Context: an optimization exercise on an open-source flow, tuned for small area, a short achievable clock period and few clock cycles per item. The choices shown serve that exercise and are no tape-out recipe.
Where RTL was checked, it was by simulation tests only, not by an equivalence proof against the original.
No driver is modelled on the clock port, so clock power and skew are understated where the tree is cut down; a real chip needs a root buffer or a tree.
No activity file was given, so power comes from the tool's default toggle rates.

==> module reorder, before the edit <==
module reorder(
    input  wire clk,
    input  wire rst,
    output wire  [9:0] granule_ch0_read_addr,
    input  wire [17:0] granule_ch0_read_data,
    output wire        granule_ch0_write_enable,
    output wire  [9:0] granule_ch0_write_addr,
    output wire [17:0] granule_ch0_write_data,
    output wire  [9:0] granule_ch1_read_addr,
    input  wire [17:0] granule_ch1_read_data,
    output wire        granule_ch1_write_enable,
    output wire  [9:0] granule_ch1_write_addr,
    output wire [17:0] granule_ch1_write_data,
    input  wire  [1:0] header_sampling_frequency,
    input  wire  [1:0] sideinfo_ch0_block_type,
    input  wire        sideinfo_ch0_window_switching_flag,
    input  wire        sideinfo_ch0_mixed_block_flag,
    input  wire  [1:0] sideinfo_ch1_block_type,
    input  wire        sideinfo_ch1_window_switching_flag,
    input  wire        sideinfo_ch1_mixed_block_flag,
    input  wire        stage_ready,
    output wire        stage_done
    );
	reg [9:0] idx;       
	reg [9:0] src;       
	reg [1:0] win;       
	reg [3:0] band;      
	reg [5:0] hm1;       
	reg       go;        
	reg       act;       
	reg       busy;      
	reg       done;
	reg [9:0] waddr;     
	reg       perm0, perm1;    
	wire [6:0] wm1  = {hm1, 1'b1};
	wire       win2 = win[1];
	wire       band_end = win2 & (src[7:1] == idx[7:1]);
	wire [9:0] step = win2 ? {2'b11, ~wm1, 1'b1} : {3'd0, wm1};
	wire [9:0] idx_inc;
	wire [9:0] src_sum;
	prefix_add10 inc_i (.a(idx), .b(10'd0), .ci(1'b1), .s(idx_inc));
	prefix_add10 add_s (.a(src), .b(step), .ci(~win2), .s(src_sum));
	reg [5:0] next_hm1;
	always @(*) begin
		case ({header_sampling_frequency[1], header_sampling_frequency[1] ? 1'b0 : header_sampling_frequency[0], band})
			{2'd0, 4'd0}: next_hm1 = 6'd1;
			{2'd0, 4'd1}: next_hm1 = 6'd1;
			{2'd0, 4'd2}: next_hm1 = 6'd1;
			{2'd0, 4'd3}: next_hm1 = 6'd2;
			{2'd0, 4'd4}: next_hm1 = 6'd3;
			{2'd0, 4'd5}: next_hm1 = 6'd4;
			{2'd0, 4'd6}: next_hm1 = 6'd5;
			{2'd0, 4'd7}: next_hm1 = 6'd6;
			{2'd0, 4'd8}: next_hm1 = 6'd8;
			{2'd0, 4'd9}: next_hm1 = 6'd10;
			{2'd0, 4'd10}: next_hm1 = 6'd14;
			{2'd0, 4'd11}: next_hm1 = 6'd27;
			{2'd1, 4'd0}: next_hm1 = 6'd1;
			{2'd1, 4'd1}: next_hm1 = 6'd1;
			{2'd1, 4'd2}: next_hm1 = 6'd1;
			{2'd1, 4'd3}: next_hm1 = 6'd2;
			{2'd1, 4'd4}: next_hm1 = 6'd2;
			{2'd1, 4'd5}: next_hm1 = 6'd4;
			{2'd1, 4'd6}: next_hm1 = 6'd5;
			{2'd1, 4'd7}: next_hm1 = 6'd6;
			{2'd1, 4'd8}: next_hm1 = 6'd7;
			{2'd1, 4'd9}: next_hm1 = 6'd9;
			{2'd1, 4'd10}: next_hm1 = 6'd12;
			{2'd1, 4'd11}: next_hm1 = 6'd32;
			{2'd2, 4'd0}: next_hm1 = 6'd1;
			{2'd2, 4'd1}: next_hm1 = 6'd1;
			{2'd2, 4'd2}: next_hm1 = 6'd1;
			{2'd2, 4'd3}: next_hm1 = 6'd2;
			{2'd2, 4'd4}: next_hm1 = 6'd3;
			{2'd2, 4'd5}: next_hm1 = 6'd5;
			{2'd2, 4'd6}: next_hm1 = 6'd7;
			{2'd2, 4'd7}: next_hm1 = 6'd9;
			{2'd2, 4'd8}: next_hm1 = 6'd12;
			{2'd2, 4'd9}: next_hm1 = 6'd16;
			{2'd2, 4'd10}: next_hm1 = 6'd20;
			{2'd2, 4'd11}: next_hm1 = 6'd5;
			default: next_hm1 = 6'd1;
		endcase
	end
	wire [9:0] src_next  = band_end ? idx_inc : src_sum;
	wire [3:0] band_next = band + {3'd0, band_end};
	wire short0 = sideinfo_ch0_window_switching_flag & (sideinfo_ch0_block_type == 2'd2);
	wire short1 = sideinfo_ch1_window_switching_flag & (sideinfo_ch1_block_type == 2'd2);
	wire ge3 = (band >= 4'd3);
	always @(posedge clk) begin
		waddr <= idx;
		go    <= ~rst & (stage_ready | (go & (idx != 10'd574)));
		act   <= ~rst & (stage_ready | go);
		busy  <= ~rst & (stage_ready | act);
		done  <= ~rst & act & ~go;
		perm0 <= short0 & (~sideinfo_ch0_mixed_block_flag | ge3);
		perm1 <= short1 & (~sideinfo_ch1_mixed_block_flag | ge3);
		if (go) begin
			idx   <= idx_inc;
			src   <= src_next;
			win   <= win2 ? 2'd0 : win + 2'd1;
			band  <= band_next;
			if (band_end)
				hm1 <= next_hm1;
		end else begin
			idx   <= {9'd0, stage_ready};
			src   <= {7'd0, stage_ready, 2'd0};
			win   <= {1'b0, stage_ready};
			band  <= 4'd0;
			hm1   <= 6'd1;
		end
	end
	assign granule_ch0_read_addr = perm0 ? src : idx;
	assign granule_ch1_read_addr = perm1 ? src : idx;
	assign granule_ch0_write_enable = busy;
	assign granule_ch1_write_enable = busy;
	assign granule_ch0_write_addr = waddr;
	assign granule_ch1_write_addr = waddr;
	assign granule_ch0_write_data = granule_ch0_read_data;
	assign granule_ch1_write_data = granule_ch1_read_data;
	assign stage_done = done;
endmodule
==> flow/config.mk <==
export PLATFORM = sky130hd
export DESIGN_NAME = reorder
export DESIGN_NICKNAME = reorder
export VERILOG_FILES = /design/flow/design.v
export SDC_FILE = /design/flow/constraint.sdc
export NUM_CORES = 4
export LEC_CHECK = 0
export ABC_AREA = 1
export CAP_MARGIN = 20
export CORE_MARGIN = 2
export CORE_UTILIZATION = 40
export PLACE_DENSITY = 0.6
export SETUP_SLACK_MARGIN = 2.1
export SLEW_MARGIN = 20
==> flow/constraint.sdc <==
create_clock -name core_clock -period 4.0 [get_ports {clk}]
set_input_delay 0.8000 -clock core_clock [delete_from_list [all_inputs] [get_ports {clk}]]
set_output_delay 0.8000 -clock core_clock [all_outputs]
set_load 0.01 [all_outputs]
standard.sh (not shown) runs the stock make flow with config.mk's settings and CLKGATE_MAP_FILE= SYNTH_SCRIPT=/design/flow/synth_recipe.tcl, a recipe that flattens the netlist after the stock synthesis.
==> flow/flow/run.sh <==
#!/bin/bash
# Standard layout, with three changes: the smallest buffer on the ports,
# adders left to ABC (no full/half-adder cells), and a clock tree of one
# level of clock buffers (flow/cts_one_buffer.tcl) in place of TritonCTS.
set -euo pipefail
rm -rf scripts
cp -r "$FLOW_HOME/scripts" scripts
python3 - <<'PY'
p = 'scripts/cts.tcl'
s = open(p).read()
old = 'log_cmd clock_tree_synthesis {*}$cts_args'
assert old in s
s = s.replace(old, 'source $::env(ONE_CTS_TCL)')
open(p, 'w').write(s)
PY
export SCRIPTS_DIR="$PWD/scripts"
export ONE_CTS_TCL="$PWD/flow/cts_one_buffer.tcl"
export ONE_CLKPORT=clk
export ONE_CLKBUF=sky130_fd_sc_hd__clkbuf_16
export ONE_CLKGROUPS=2
export BUFFER_PORTS_ARGS="-buffer_cell sky130_fd_sc_hd__buf_1"
export ADDER_MAP_FILE=
bash standard.sh > standard.log 2>&1
Other scripts of this flow, unchanged in this note and not shown: flow/flow/cts_one_buffer.tcl
The starting point completed without violations.
Testbench counts at the start, summed over its fixed seeds: cycles 73,728, granules 128.
==> next run, changes <==
--- a/flow/design.v
+++ b/flow/design.v
@@ -41,40 +41,34 @@
 	wire [9:0] idx_inc;
 	wire [9:0] src_sum;
 	prefix_add10 inc_i (.a(idx), .b(10'd0), .ci(1'b1), .s(idx_inc));
 	prefix_add10 add_s (.a(src), .b(step), .ci(~win2), .s(src_sum));
 	reg [5:0] next_hm1;
 	always @(*) begin
-		case ({header_sampling_frequency[1], header_sampling_frequency[1] ? 1'b0 : header_sampling_frequency[0], band})
-			{2'd0, 4'd0}: next_hm1 = 6'd1;
-			{2'd0, 4'd1}: next_hm1 = 6'd1;
-			{2'd0, 4'd2}: next_hm1 = 6'd1;
+		case ({header_sampling_frequency, band})
+			{2'd0, 4'd0}, {2'd0, 4'd1}, {2'd0, 4'd2}: next_hm1 = 6'd1;
 			{2'd0, 4'd3}: next_hm1 = 6'd2;
 			{2'd0, 4'd4}: next_hm1 = 6'd3;
 			{2'd0, 4'd5}: next_hm1 = 6'd4;
 			{2'd0, 4'd6}: next_hm1 = 6'd5;
 			{2'd0, 4'd7}: next_hm1 = 6'd6;
 			{2'd0, 4'd8}: next_hm1 = 6'd8;
 			{2'd0, 4'd9}: next_hm1 = 6'd10;
 			{2'd0, 4'd10}: next_hm1 = 6'd14;
 			{2'd0, 4'd11}: next_hm1 = 6'd27;
-			{2'd1, 4'd0}: next_hm1 = 6'd1;
-			{2'd1, 4'd1}: next_hm1 = 6'd1;
-			{2'd1, 4'd2}: next_hm1 = 6'd1;
+			{2'd1, 4'd0}, {2'd1, 4'd1}, {2'd1, 4'd2}: next_hm1 = 6'd1;
 			{2'd1, 4'd3}: next_hm1 = 6'd2;
 			{2'd1, 4'd4}: next_hm1 = 6'd2;
 			{2'd1, 4'd5}: next_hm1 = 6'd4;
 			{2'd1, 4'd6}: next_hm1 = 6'd5;
 			{2'd1, 4'd7}: next_hm1 = 6'd6;
 			{2'd1, 4'd8}: next_hm1 = 6'd7;
 			{2'd1, 4'd9}: next_hm1 = 6'd9;
 			{2'd1, 4'd10}: next_hm1 = 6'd12;
 			{2'd1, 4'd11}: next_hm1 = 6'd32;
-			{2'd2, 4'd0}: next_hm1 = 6'd1;
-			{2'd2, 4'd1}: next_hm1 = 6'd1;
-			{2'd2, 4'd2}: next_hm1 = 6'd1;
+			{2'd2, 4'd0}, {2'd2, 4'd1}, {2'd2, 4'd2}: next_hm1 = 6'd1;
 			{2'd2, 4'd3}: next_hm1 = 6'd2;
 			{2'd2, 4'd4}: next_hm1 = 6'd3;
 			{2'd2, 4'd5}: next_hm1 = 6'd5;
 			{2'd2, 4'd6}: next_hm1 = 6'd7;
 			{2'd2, 4'd7}: next_hm1 = 6'd9;
 			{2'd2, 4'd8}: next_hm1 = 6'd12;
@@ -85,13 +79,13 @@
 		endcase
 	end
 	wire [9:0] src_next  = band_end ? idx_inc : src_sum;
 	wire [3:0] band_next = band + {3'd0, band_end};
 	wire short0 = sideinfo_ch0_window_switching_flag & (sideinfo_ch0_block_type == 2'd2);
 	wire short1 = sideinfo_ch1_window_switching_flag & (sideinfo_ch1_block_type == 2'd2);
-	wire ge3 = (band >= 4'd3);
+	wire ge3 = go & (band_next >= 4'd3);
 	always @(posedge clk) begin
 		waddr <= idx;
 		go    <= ~rst & (stage_ready | (go & (idx != 10'd574)));
 		act   <= ~rst & (stage_ready | go);
 		busy  <= ~rst & (stage_ready | act);
 		done  <= ~rst & act & ~go;
The changed run finished clean. Worst setup slack gains 0.018 ns. Hold slack gains 0.011 ns. Total power grows by 3.8%. Design area grows by 1.5%. Routed wire length grows by 3.8%. Via count grows by 5.1%. Clock power hardly moves. Die area grows by 2.6%. Combinational power grows by 17%. First-iteration DRC count grows by 3.7%. Cell count grows by 2.4%. Sequential power grows by about 1%. Register-to-register slack gains 0.08 ns. Synthesized area grows by 2.7%.
Testbench counts after the change, summed over its fixed seeds: cycles 73,728, granules 128.
In every run of this note, the design's own scripts or RTL, not TritonCTS, make the clock network.

* * *

oak:
The RTL this note starts from:
==> flow/design.v <==
`timescale 1ns / 1ps
`default_nettype none
module reorder(
    input  wire clk,
    input  wire rst,
    output wire  [9:0] granule_ch0_read_addr,
    input  wire [17:0] granule_ch0_read_data,
    output wire        granule_ch0_write_enable,
    output wire  [9:0] granule_ch0_write_addr,
    output wire [17:0] granule_ch0_write_data,
    output wire  [9:0] granule_ch1_read_addr,
    input  wire [17:0] granule_ch1_read_data,
    output wire        granule_ch1_write_enable,
    output wire  [9:0] granule_ch1_write_addr,
    output wire [17:0] granule_ch1_write_data,
    input  wire  [1:0] header_sampling_frequency,
    input  wire  [1:0] sideinfo_ch0_block_type,
    input  wire        sideinfo_ch0_window_switching_flag,
    input  wire        sideinfo_ch0_mixed_block_flag,
    input  wire  [1:0] sideinfo_ch1_block_type,
    input  wire        sideinfo_ch1_window_switching_flag,
    input  wire        sideinfo_ch1_mixed_block_flag,
    input  wire        stage_ready,
    output wire        stage_done
    );
	reg [9:0] idx;       
	reg [9:0] src;       
	reg [1:0] win;       
	reg [3:0] band;      
	reg [5:0] hm1;       
	reg       go;        
	reg       act;       
	reg       busy;      
	reg       done;
	reg [9:0] waddr;     
	reg       perm0, perm1;    
	wire [6:0] wm1  = {hm1, 1'b1};
	wire       win2 = win[1];
	wire       band_end = win2 & (src[7:1] == idx[7:1]);
	wire [9:0] step = band_end ? 10'd0 : win2 ? {2'b11, ~wm1, 1'b1} : {3'd0, wm1};
	wire [9:0] idx_inc;
	wire [9:0] src_sum;
	prefix_add10 inc_i (.a(idx), .b(10'd0), .ci(1'b1), .s(idx_inc));
	prefix_add10 add_s (.a(src), .b(step), .ci(~win2 | band_end), .s(src_sum));
	reg [5:0] next_hm1;
	always @(*) begin
		case ({header_sampling_frequency[1], header_sampling_frequency[1] ? 1'b0 : header_sampling_frequency[0], band})
			{2'd0, 4'd0}: next_hm1 = 6'd1;
			{2'd0, 4'd1}: next_hm1 = 6'd1;
			{2'd0, 4'd2}: next_hm1 = 6'd1;
			{2'd0, 4'd3}: next_hm1 = 6'd2;
			{2'd0, 4'd4}: next_hm1 = 6'd3;
			{2'd0, 4'd5}: next_hm1 = 6'd4;
			{2'd0, 4'd6}: next_hm1 = 6'd5;
			{2'd0, 4'd7}: next_hm1 = 6'd6;
			{2'd0, 4'd8}: next_hm1 = 6'd8;
			{2'd0, 4'd9}: next_hm1 = 6'd10;
			{2'd0, 4'd10}: next_hm1 = 6'd14;
			{2'd0, 4'd11}: next_hm1 = 6'd27;
			{2'd1, 4'd0}: next_hm1 = 6'd1;
			{2'd1, 4'd1}: next_hm1 = 6'd1;
			{2'd1, 4'd2}: next_hm1 = 6'd1;
			{2'd1, 4'd3}: next_hm1 = 6'd2;
			{2'd1, 4'd4}: next_hm1 = 6'd2;
			{2'd1, 4'd5}: next_hm1 = 6'd4;
			{2'd1, 4'd6}: next_hm1 = 6'd5;
			{2'd1, 4'd7}: next_hm1 = 6'd6;
			{2'd1, 4'd8}: next_hm1 = 6'd7;
			{2'd1, 4'd9}: next_hm1 = 6'd9;
			{2'd1, 4'd10}: next_hm1 = 6'd12;
			{2'd1, 4'd11}: next_hm1 = 6'd32;
			{2'd2, 4'd0}: next_hm1 = 6'd1;
			{2'd2, 4'd1}: next_hm1 = 6'd1;
			{2'd2, 4'd2}: next_hm1 = 6'd1;
			{2'd2, 4'd3}: next_hm1 = 6'd2;
			{2'd2, 4'd4}: next_hm1 = 6'd3;
			{2'd2, 4'd5}: next_hm1 = 6'd5;
			{2'd2, 4'd6}: next_hm1 = 6'd7;
			{2'd2, 4'd7}: next_hm1 = 6'd9;
			{2'd2, 4'd8}: next_hm1 = 6'd12;
			{2'd2, 4'd9}: next_hm1 = 6'd16;
			{2'd2, 4'd10}: next_hm1 = 6'd20;
			{2'd2, 4'd11}: next_hm1 = 6'd5;
			default: next_hm1 = 6'd1;
		endcase
	end
	wire [9:0] src_next  = src_sum;
	wire [3:0] band_next = band + {3'd0, band_end};
	wire short0 = sideinfo_ch0_window_switching_flag & (sideinfo_ch0_block_type == 2'd2);
	wire short1 = sideinfo_ch1_window_switching_flag & (sideinfo_ch1_block_type == 2'd2);
	wire ge3 = (band >= 4'd3);
	always @(posedge clk) begin
		waddr <= idx;
		go    <= ~rst & (stage_ready | (go & (idx != 10'd574)));
		act   <= ~rst & (stage_ready | go);
		busy  <= ~rst & (stage_ready | act);
		done  <= ~rst & act & ~go;
		perm0 <= short0 & (~sideinfo_ch0_mixed_block_flag | ge3);
		perm1 <= short1 & (~sideinfo_ch1_mixed_block_flag | ge3);
		if (go) begin
			idx   <= idx_inc;
			src   <= src_next;
			win   <= win2 ? 2'd0 : win + 2'd1;
			band  <= band_next;
			if (band_end)
				hm1 <= next_hm1;
		end else begin
			idx   <= {9'd0, stage_ready};
			src   <= {7'd0, stage_ready, 2'd0};
			win   <= {1'b0, stage_ready};
			band  <= 4'd0;
			hm1   <= 6'd1;
		end
	end
	assign granule_ch0_read_addr = perm0 ? src : idx;
	assign granule_ch1_read_addr = perm1 ? src : idx;
	assign granule_ch0_write_enable = busy;
	assign granule_ch1_write_enable = busy;
	assign granule_ch0_write_addr = waddr;
	assign granule_ch1_write_addr = waddr;
	assign granule_ch0_write_data = granule_ch0_read_data;
	assign granule_ch1_write_data = granule_ch1_read_data;
	assign stage_done = done;
endmodule
module prefix_add10(
    input  wire [9:0] a,
    input  wire [9:0] b,
    input  wire       ci,
    output wire [9:0] s
    );
	wire [9:0] p = a ^ b;
	wire [9:0] g = a & b;
	reg  [9:0] G, P, Gn, Pn;
	integer i, l;
	always @(*) begin
		G = g;
		P = p;
		G[0] = g[0] | (p[0] & ci);
		for (l = 1; l < 16; l = l * 2) begin
			Gn = G;
			Pn = P;
			for (i = 0; i < 10; i = i + 1)
				if ((i / l) % 2 == 1) begin
					Gn[i] = G[i] | (P[i] & G[(i / l) * l - 1]);
					Pn[i] = P[i] & P[(i / l) * l - 1];
				end
			G = Gn;
			P = Pn;
		end
	end
	assign s = p ^ {G[8:0], ci};
endmodule
==> flow/config.mk <==
export PLATFORM = sky130hd
export DESIGN_NAME = reorder
export DESIGN_NICKNAME = reorder
export VERILOG_FILES = /design/flow/design.v
export SDC_FILE = /design/flow/constraint.sdc
export NUM_CORES = 4
export LEC_CHECK = 0
export ABC_AREA = 1
export CAP_MARGIN = 20
export CORE_MARGIN = 2
export CORE_UTILIZATION = 40
export PLACE_DENSITY = 0.6
export SETUP_SLACK_MARGIN = 2.1
export SLEW_MARGIN = 20
==> flow/constraint.sdc <==
create_clock -name core_clock -period 4.0 [get_ports {clk}]
set_input_delay 0.8000 -clock core_clock [delete_from_list [all_inputs] [get_ports {clk}]]
set_output_delay 0.8000 -clock core_clock [all_outputs]
set_load 0.01 [all_outputs]
==> flow/flow/run.sh <==
#!/bin/bash
# Standard layout, with four changes: the smallest buffer on the ports,
# an ABC mapping script of its own (flow/abc_area.script),
# adders left to ABC (no full/half-adder cells), and a clock tree of one
# level of clock buffers (flow/cts_one_buffer.tcl) in place of TritonCTS.
set -euo pipefail
rm -rf scripts
cp -r "$FLOW_HOME/scripts" scripts
cp flow/abc_area.script scripts/abc_area.script
python3 - <<'PY'
p = 'scripts/cts.tcl'
s = open(p).read()
old = 'log_cmd clock_tree_synthesis {*}$cts_args'
assert old in s
s = s.replace(old, 'source $::env(ONE_CTS_TCL)')
open(p, 'w').write(s)
PY
export SCRIPTS_DIR="$PWD/scripts"
export ONE_CTS_TCL="$PWD/flow/cts_one_buffer.tcl"
export ONE_CLKPORT=clk
export ONE_CLKBUF=sky130_fd_sc_hd__clkbuf_16
export ONE_CLKGROUPS=2
export BUFFER_PORTS_ARGS="-buffer_cell sky130_fd_sc_hd__buf_1"
export ADDER_MAP_FILE=
bash standard.sh > standard.log 2>&1
Other scripts of this flow, unchanged in this note and not shown: flow/flow/abc_area.script, flow/flow/cts_one_buffer.tcl
#### Input delta (pine over oak)
==> flow/design.v, changed modules only <==
module reorder(
    input  wire clk,
    input  wire rst,
    output wire  [9:0] granule_ch0_read_addr,
    input  wire [17:0] granule_ch0_read_data,
    output wire        granule_ch0_write_enable,
    output wire  [9:0] granule_ch0_write_addr,
    output wire [17:0] granule_ch0_write_data,
    output wire  [9:0] granule_ch1_read_addr,
    input  wire [17:0] granule_ch1_read_data,
    output wire        granule_ch1_write_enable,
    output wire  [9:0] granule_ch1_write_addr,
    output wire [17:0] granule_ch1_write_data,
    input  wire  [1:0] header_sampling_frequency,
    input  wire  [1:0] sideinfo_ch0_block_type,
    input  wire        sideinfo_ch0_window_switching_flag,
    input  wire        sideinfo_ch0_mixed_block_flag,
    input  wire  [1:0] sideinfo_ch1_block_type,
    input  wire        sideinfo_ch1_window_switching_flag,
    input  wire        sideinfo_ch1_mixed_block_flag,
    input  wire        stage_ready,
    output wire        stage_done
    );
	reg [9:0] idx;       
	reg [9:0] src;       
	reg [1:0] win;       
	reg [3:0] band;      
	reg [5:0] hm1;       
	reg       go;        
	reg       act;       
	reg       busy;      
	reg       done;
	reg [9:0] waddr;     
	reg       perm0, perm1;    
	wire [6:0] wm1  = {hm1, 1'b1};
	wire       win2 = win[1];
	wire       band_end = win2 & (src[7:1] == idx[7:1]);
	wire [9:0] step = win2 ? {2'b11, ~wm1, 1'b1} : {3'd0, wm1};
	wire [9:0] idx_inc;
	wire [9:0] src_sum;
	prefix_add10 inc_i (.a(idx), .b(10'd0), .ci(1'b1), .s(idx_inc));
	prefix_add10 add_s (.a(src), .b(step), .ci(~win2), .s(src_sum));
	reg [5:0] next_hm1;
	always @(*) begin
		case ({header_sampling_frequency[1], header_sampling_frequency[1] ? 1'b0 : header_sampling_frequency[0], band})
			{2'd0, 4'd0}: next_hm1 = 6'd1;
			{2'd0, 4'd1}: next_hm1 = 6'd1;
			{2'd0, 4'd2}: next_hm1 = 6'd1;
			{2'd0, 4'd3}: next_hm1 = 6'd2;
			{2'd0, 4'd4}: next_hm1 = 6'd3;
			{2'd0, 4'd5}: next_hm1 = 6'd4;
			{2'd0, 4'd6}: next_hm1 = 6'd5;
			{2'd0, 4'd7}: next_hm1 = 6'd6;
			{2'd0, 4'd8}: next_hm1 = 6'd8;
			{2'd0, 4'd9}: next_hm1 = 6'd10;
			{2'd0, 4'd10}: next_hm1 = 6'd14;
			{2'd0, 4'd11}: next_hm1 = 6'd27;
			{2'd1, 4'd0}: next_hm1 = 6'd1;
			{2'd1, 4'd1}: next_hm1 = 6'd1;
			{2'd1, 4'd2}: next_hm1 = 6'd1;
			{2'd1, 4'd3}: next_hm1 = 6'd2;
			{2'd1, 4'd4}: next_hm1 = 6'd2;
			{2'd1, 4'd5}: next_hm1 = 6'd4;
			{2'd1, 4'd6}: next_hm1 = 6'd5;
			{2'd1, 4'd7}: next_hm1 = 6'd6;
			{2'd1, 4'd8}: next_hm1 = 6'd7;
			{2'd1, 4'd9}: next_hm1 = 6'd9;
			{2'd1, 4'd10}: next_hm1 = 6'd12;
			{2'd1, 4'd11}: next_hm1 = 6'd32;
			{2'd2, 4'd0}: next_hm1 = 6'd1;
			{2'd2, 4'd1}: next_hm1 = 6'd1;
			{2'd2, 4'd2}: next_hm1 = 6'd1;
			{2'd2, 4'd3}: next_hm1 = 6'd2;
			{2'd2, 4'd4}: next_hm1 = 6'd3;
			{2'd2, 4'd5}: next_hm1 = 6'd5;
			{2'd2, 4'd6}: next_hm1 = 6'd7;
			{2'd2, 4'd7}: next_hm1 = 6'd9;
			{2'd2, 4'd8}: next_hm1 = 6'd12;
			{2'd2, 4'd9}: next_hm1 = 6'd16;
			{2'd2, 4'd10}: next_hm1 = 6'd20;
			{2'd2, 4'd11}: next_hm1 = 6'd5;
			default: next_hm1 = 6'd1;
		endcase
	end
	wire [9:0] src_next  = band_end ? idx_inc : src_sum;
	wire [3:0] band_next = band + {3'd0, band_end};
	wire short0 = sideinfo_ch0_window_switching_flag & (sideinfo_ch0_block_type == 2'd2);
	wire short1 = sideinfo_ch1_window_switching_flag & (sideinfo_ch1_block_type == 2'd2);
	wire ge3 = (band >= 4'd3);
	always @(posedge clk) begin
		waddr <= idx;
		go    <= ~rst & (stage_ready | (go & (idx != 10'd574)));
		act   <= ~rst & (stage_ready | go);
		busy  <= ~rst & (stage_ready | act);
		done  <= ~rst & act & ~go;
		perm0 <= short0 & (~sideinfo_ch0_mixed_block_flag | ge3);
		perm1 <= short1 & (~sideinfo_ch1_mixed_block_flag | ge3);
		if (go | stage_ready) begin
			idx   <= idx_inc;
			src   <= src_next;
			win   <= win2 ? 2'd0 : win + 2'd1;
			band  <= band_next;
			if (band_end)
				hm1 <= next_hm1;
		end else begin
			idx   <= 10'd0;
			src   <= 10'd0;
			win   <= 2'd0;
			band  <= 4'd0;
			hm1   <= 6'd1;
		end
	end
	assign granule_ch0_read_addr = perm0 ? src : idx;
	assign granule_ch1_read_addr = perm1 ? src : idx;
	assign granule_ch0_write_enable = busy;
	assign granule_ch1_write_enable = busy;
	assign granule_ch0_write_addr = waddr;
	assign granule_ch1_write_addr = waddr;
	assign granule_ch0_write_data = granule_ch0_read_data;
	assign granule_ch1_write_data = granule_ch1_read_data;
	assign stage_done = done;
endmodule
[summary]
Side by side, total placed cells including tap cells turned out higher in pine than in oak.
Per the comparison of pine with oak, share of cell area taken by flip-flops and latches increased 2.0 points; part of the cycle the worst path needs decreased 2.6 points; routed wire length increased 320 um; final core area utilization decreased 4.8 points.
No run of this note included a check of the RTL's function; only the layout flow was run. In every run of this note, the design's own scripts or RTL, not TritonCTS, make the clock network.

## separate check: timing with driven ports
The flow's constraints put no driver on any port. The routed layouts listed below were extracted and timed again, unchanged, in two steps.
Step 1: set_driving_cell puts a clkbuf_16 on clk and a buf_2 on each other input, an assumption about the parent block.
Step 2, shift: input delay + t, output delay - t, t = (earliest + latest rising clock arrival at the registers) / 2. This alone moves slack from input paths to output paths.
Three values: ideal, step 1, step 2; two values: the first two.
run | t (ns) | slack for setup (ns) | hold slack, ns | latest minus earliest clock arrival (ns) | worst register clock-pin slew, ns
the first run of note 1 | 0.205 | 2.173 / 2.123 / 2.224 | 0.358 / 0.358 / 0.358 | 0.008 / 0.008 | 0.10 / 0.10
the second run of note 1 | 0.204 | 2.191 / 2.143 / 2.183 | 0.369 / 0.369 / 0.369 | 0.006 / 0.006 | 0.10 / 0.10
oak | 0.203 | 2.063 / 2.063 / 2.063 | 0.381 / 0.381 / 0.381 | 0.006 / 0.006 | 0.09 / 0.09
pine | 0.200 | 2.167 / 2.122 / 2.116 | 0.385 / 0.385 / 0.385 | 0.005 / 0.004 | 0.09 / 0.09
After both steps setup and hold are still met in every run listed. The setup slack of pine, which loses most, moves by -0.045 ns with the drivers and by -0.051 ns with both steps.
